Context: an optimization exercise on an open-source flow, tuned for small area. The choices shown serve that exercise and are no tape-out recipe. Function was checked by simulation only, so behaviour that the tests miss may differ from the original. No driver is modelled on the clock port, so clock power and skew are understated where the tree is cut down; a real chip needs a root buffer or a tree. No activity file was given, so power comes from the tool's default toggle rates.

==> flow/design.v (excerpt) <==
module servoDriver (
    input  wire [8:0] angle,
    output wire       servoPwm,
    input  wire       rst_n, clk
    );
clock: 12.0 ns
lec_check: 0
cap_margin: 20
core_area: 2 2 60 60
cts_buf_list: sky130_fd_sc_hd__clkbuf_8
die_area: 0 0 62.1 62.1
slew_margin: 20
run.sh (not shown) runs the stock make flow with config.mk's settings and CLKGATE_MAP_FILE= SYNTH_SCRIPT=/design/flow/synth_recipe.tcl, a recipe that flattens the netlist after the stock synthesis.
The starting point went through all stages and came out clean.
Rerun with:
==> flow/flow/run.sh (new file) <==
#!/bin/bash
# Layout flow: the standard ORFS flow, with three changes to how the
# layout is made:
#  - synthesis maps with an area-only ABC script (flow/abc_area.script) and
#    without the hard adder cells, so the counters and comparator are mapped
#    as plain gates;
#  - the port buffers are the smallest buffer cell;
#  - clock tree synthesis uses clkbuf_8 and no dummy loads.
# Each make step writes its full output to a log in this folder; ORFS's own
# per-step logs are under orfs/logs/.
set -euo pipefail
cd "$(dirname "$0")/.."
work=$PWD

rm -rf "$work/abc_scripts"
cp -r "$FLOW_HOME/scripts" "$work/abc_scripts"
cp "$work/flow/abc_area.script" "$work/abc_scripts/abc_area.script"

bash standard.sh SCRIPTS_DIR="$work/abc_scripts" ABC_AREA=1 ADDER_MAP_FILE= synth \
  > "$work/synth.log" 2>&1

bash standard.sh \
  BUFFER_PORTS_ARGS="-buffer_cell sky130_fd_sc_hd__buf_1" \
  CTS_ARGS="-sink_clustering_enable -repair_clock_nets -dont_use_dummy_load -buf_list sky130_fd_sc_hd__clkbuf_8" \
  finish > "$work/layout.log" 2>&1
==> flow/flow/abc_area.script (new file) <==
strash
dch
amap
mfs2
strash
dch
amap
topo
==> flow/standard.sh (new file) <==
#!/bin/bash
# synth_recipe.tcl (not shown) runs the flow's synth.tcl, then flattens the netlist and writes it again
# the make line also repeats each setting of config.mk as NAME=value (left out here)
make -C /OpenROAD-flow-scripts/flow DESIGN_CONFIG=/design/flow/config.mk WORK_HOME=/design/flow/orfs CLKGATE_MAP_FILE= SYNTH_SCRIPT=/design/flow/synth_recipe.tcl "${@:-finish}"
--- a/flow/config.mk
+++ b/flow/config.mk
@@ -10 +9,0 @@
-export CTS_BUF_LIST = sky130_fd_sc_hd__clkbuf_8
removed: flow/run.sh
After rerunning: The changed run ran to the end with no violations. Synthesized area falls by about 12%. First-iteration DRC count falls by 38%. Worst setup slack is worse by 0.073 ns. Clock skew rises by 0.014 ns. Wire length rises by 2.6%. Power falls by about 7%. Combinational power falls by 25%. Sequential power hardly moves. Cell count rises by about 11%. Fmax falls by about 1.9%. Hold slack is worse by 0.056 ns.
Rerun with:
--- a/flow/flow/run.sh
+++ b/flow/flow/run.sh
@@ -8 +8,2 @@
-#  - clock tree synthesis uses clkbuf_8 and no dummy loads.
+#  - the clock tree is one clkbuf_16 driving every register: CTS runs as usual
+#    and flow/flatten_clk.tcl then folds its leaf buffers into the root.
@@ -24,0 +26 @@
+  POST_CTS_TCL="$work/flow/flatten_clk.tcl" \
==> flow/flow/flatten_clk.tcl (new file) <==
# Replace the clock tree that CTS built with its root buffer alone: every
# leaf buffer's sinks move onto the root buffer's output net and the leaf
# buffers are removed. The root buffer is then sized to clkbuf_16.
set block [ord::get_db_block]
set root [$block findInst clkbuf_0_clk]
set root_net [[$root findITerm X] getNet]
foreach inst [$block getInsts] {
  set name [$inst getName]
  if { [string match clkbuf_*_clk $name] && $name ne "clkbuf_0_clk" } {
    set out_net [[$inst findITerm X] getNet]
    foreach it [$out_net getITerms] {
      if { [$it getInst] ne $inst } {
        $it disconnect
        $it connect $root_net
      }
    }
    odb::dbInst_destroy $inst
    odb::dbNet_destroy $out_net
  }
}
$root swapMaster [[ord::get_db] findMaster sky130_fd_sc_hd__clkbuf_16]
detailed_placement
estimate_parasitics -placement
--- a/flow/config.mk
+++ b/flow/config.mk
@@ -10,0 +11 @@
+export PLACE_DENSITY = 0.85
Final cell count shrinks by about 1.1%.
Hold slack improves by 0.0065 ns.
Count of clock-buffer cells in the layout shrinks by 2.
Area after synthesis stays the same.
Critical path depth is unchanged.
Rerun with:
--- a/flow/flow/run.sh
+++ b/flow/flow/run.sh
@@ -8 +8 @@
-#  - the clock tree is one clkbuf_16 driving every register: CTS runs as usual
+#  - the clock tree is one clkbuf_8 driving every register: CTS runs as usual
--- a/flow/flow/flatten_clk.tcl
+++ b/flow/flow/flatten_clk.tcl
@@ -3 +3 @@
-# buffers are removed. The root buffer is then sized to clkbuf_16.
+# buffers are removed. The root buffer is then sized to clkbuf_8.
@@ -21 +21 @@
-$root swapMaster [[ord::get_db] findMaster sky130_fd_sc_hd__clkbuf_16]
+$root swapMaster [[ord::get_db] findMaster sky130_fd_sc_hd__clkbuf_8]
Result: The changed run ran to the end with no violations; cell count stays the same; core utilization went down by 0.34 points; final area went down by 1.1%; routed wire length went down by about 3.2%; non-clock buffer count is unchanged; synthesized area is unchanged; fmax went up by 1.3%; worst setup slack is better by 0.048 ns.

[port drivers added, routing unchanged]
How much do the figures lean on ideal ports? The routed layouts below were timed once more, with nothing changed but the port constraints.
Step 1 (the two cells are an assumption about what drives the block):
set clk [get_ports {clk}]
set_driving_cell -lib_cell sky130_fd_sc_hd__clkbuf_16 $clk
set_driving_cell -lib_cell sky130_fd_sc_hd__buf_2 [delete_from_list [all_inputs] $clk]
Step 2, shift: input delay + t, output delay - t, t = (earliest + latest rising clock arrival at the registers) / 2. This alone moves slack from input paths to output paths.
Slacks: ideal / step 1 / step 2; pairs: ideal / step 1.
run	t (ns)	slack for setup (ns)	slew at the worst register clock pin (ns)	cell pins on the clock port's net
the first run	0.279	8.156 / 8.154 / 7.876	0.08 / 0.08	1
the second run	0.278	8.083 / 8.078 / 7.800	0.08 / 0.08	1
the third run	0.178	8.147 / 8.155 / 7.977	0.08 / 0.08	1
the fourth run	0.198	8.195 / 8.195 / 7.998	0.12 / 0.12	1
After both steps setup and hold are still met in every run listed. For the second run, which loses most, drivers alone change the setup slack by -0.005 ns; drivers and shift together by -0.283 ns.
